From an optimization exercise on the open Yosys and OpenROAD flow, aimed at small area and a short achievable clock period; shortcuts taken in it are not production practice. At most, simulation tests tie the RTL to the original design; equivalence was not proved. Power is estimated from default activity; no workload was simulated.

## red
## desiredDrive_reg
module desiredDrive_reg(
    input clk, rst_n,
    input [11:0] avg_torque,
    input [4:0] cadence,
    input not_pedaling,
    input [12:0] incline,
    input [2:0] scale,
    output logic [11:0] target_curr
);
export LEC_CHECK = 0
export ABC_AREA = 1
export CAP_MARGIN = 20
export CORE_MARGIN = 2
export CORE_UTILIZATION = 40
export CTS_BUF_LIST = sky130_fd_sc_hd__clkbuf_4 sky130_fd_sc_hd__clkbuf_8
export SLEW_MARGIN = 20
export TNS_END_PERCENT = 5
create_clock -name core_clock -period 13.0 [get_ports {clk}]
standard.sh (not shown) runs the stock make flow with config.mk's settings and CLKGATE_MAP_FILE= SYNTH_SCRIPT=/design/flow/synth_recipe.tcl, a recipe that flattens the netlist after the stock synthesis.
==> flow/flow/run.sh <==
#!/bin/bash
# Layout flow: the standard flow (standard.sh), with these changes:
#  - synthesis: Yosys's generic "synth -run fine:" step skips its early ABC
#    pass (-noabc), so that extract_fa sees the RTL's full adders as written
#    (without the input/output inversions that pass puts around them), and
#    extract_fa looks for full adders only (EXTRACT_FA_ARGS); the rest of
#    synthesis (dfflibmap, the final ABC mapping, flatten, renaming) is as in
#    the standard flow's synthesis;
#  - the port buffers are PORT_BUF cells;
#  - ORFS's timing repair aims for SETUP_SLACK_MARGIN ns of setup slack.
# The SDC, the clock period and every other step are the standard flow's.
set -euo pipefail
HERE=$(pwd)
EXTRACT_FA_ARGS=""
SETUP_MARGIN=7.6
PORT_BUF=sky130_fd_sc_hd__buf_1
# ORFS's synth.tcl with the changes
sed -e 's/synth -top \$::env(DESIGN_NAME) -run fine: {\*}\$synth_full_args/synth -top $::env(DESIGN_NAME) -run fine: -noabc {*}$synth_full_args/' \
    -e "s/extract_fa {\*}\[dont_use_extract_fa_args\]/extract_fa $EXTRACT_FA_ARGS/" \
    "$FLOW_HOME/scripts/synth.tcl" > "$HERE/synth_changed.tcl"
grep -q -- '-run fine: -noabc' "$HERE/synth_changed.tcl"
grep -q -- "^ *extract_fa $EXTRACT_FA_ARGS\$" "$HERE/synth_changed.tcl"
# The standard flow's synthesis wrapper, sourcing the changed synth.tcl
sed "s#source \$::env(SCRIPTS_DIR)/synth.tcl#source $HERE/synth_changed.tcl#" synth_recipe.tcl > "$HERE/flow_synth.tcl"
grep -q "source $HERE/synth_changed.tcl" "$HERE/flow_synth.tcl"
# The standard.sh, pointed at that wrapper
sed "s#SYNTH_SCRIPT=[^ ]*#SYNTH_SCRIPT=$HERE/flow_synth.tcl#" standard.sh > "$HERE/flow_standard.sh"
grep -q "SYNTH_SCRIPT=$HERE/flow_synth.tcl" "$HERE/flow_standard.sh"
bash "$HERE/flow_standard.sh" SETUP_SLACK_MARGIN=$SETUP_MARGIN \
    "BUFFER_PORTS_ARGS=-buffer_cell $PORT_BUF" finish > "$HERE/flow_make.log" 2>&1
red finished end to end and its layout was clean on timing, DRC and antenna.
Changes in blue relative to red:
--- a/flow/design.v
+++ b/flow/design.v
@@ -625,20 +625,23 @@
     output logic [11:0] target_curr
 );
 logic [14:0] ts_nxt, ic_nxt;
 logic [14:0] ts_rn, ic_rn;
 desiredDrive iDD(.avg_torque(avg_torque), .cadence(cadence), .not_pedaling(not_pedaling),
                  .incline(incline), .scale(scale), .ts_prod(ts_nxt), .ic_prod(ic_nxt));
+always_ff @(posedge clk) begin
+    ts_rn <= ~ts_nxt;
+    ic_rn <= ~ic_nxt;
+end
+logic valid;
 always_ff @(posedge clk, negedge rst_n) begin
     if (!rst_n)
-        ts_rn <= 15'h7FFF;
+        valid <= 1'b0;
     else
-        ts_rn <= ~ts_nxt;
+        valid <= 1'b1;
 end
-always_ff @(posedge clk)
-    ic_rn <= ~ic_nxt;
 logic [14:0] ts_r, ic_r;
 assign ts_r = ~ts_rn;
 assign ic_r = ~ic_rn;
 wire b_p1 = ts_r[0] & ic_r[0];
 wire b_p2 = ts_r[0] & ic_r[1];
 wire b_p3 = ts_r[0] & ic_r[2];
@@ -1236,12 +1239,12 @@
 always_ff @(posedge clk, negedge rst_n) begin
     if (!rst_n) begin
         curr_r <= 12'h000;
         sat_r <= 1'b0;
     end
     else begin
-        curr_r <= prod_hi[11:0];
-        sat_r <= |prod_hi[14:12];
+        curr_r <= prod_hi[11:0] & {12{valid}};
+        sat_r <= (|prod_hi[14:12]) & valid;
     end
 end
 assign target_curr = curr_r | {12{sat_r}};
 endmodule
==> comparison <==
- Result for red and blue: all clean
- Per the comparison of blue with red, final critical-path share of the clock period has increased, synthesized cell count went up 0.83%, data arrival time of the critical path increased by 40 ps relative to the old numbers, layout overhead on the synthesized area now sits lower, wire length on met3 rose by 0.40%.
- Row detailed-route vias per instance: blue higher / red lower
- Looking only at die outline area, and setting everything else aside, the lower value of red and blue goes to blue.
- Looking only at worst-case hold slack, and setting everything else aside, the higher value of red and blue goes to blue.
- The standard cells in blue occupy less silicon area than those in red do.
- Total number of sequential cells up 1 in blue wrt red
- Summary of blue over red: number of well taps went down 28, power after layout went down about 4%.
- Share of cells above drive strength 1 for blue: 4.4 points down relative to red
- The count of cells resized by post-cts repair in blue sits 1 above the value recorded for red.
No functional check of the RTL was part of red.

## what the ideal ports hide
No port has a modelled driver above. Below, the same layouts with a new extraction and two added sets of constraints. Step 1 assumes that a clkbuf_16 drives the clock port and a buf_2 every other input. Step 2 times the ports against the registers' clock, not the clock port: input delays grow and output delays shrink by t, the midpoint of the rising clock arrivals with the driver on. Slacks: ideal ports / drivers / drivers and shift; pairs: ideal ports / drivers.
run	shift t [ns]	setup slack, ns	latest minus earliest clock arrival (ns)	cell pins on the clock port's net
red	0.362	7.670 / 7.636 / 7.274	0.012 / 0.011	1
blue	0.364	7.634 / 7.632 / 7.268	0.004 / 0.004	1
After both steps every run listed still meets setup and hold. The setup slack of red, which loses most, moves by -0.034 ns with the drivers and by -0.396 ns with both steps.
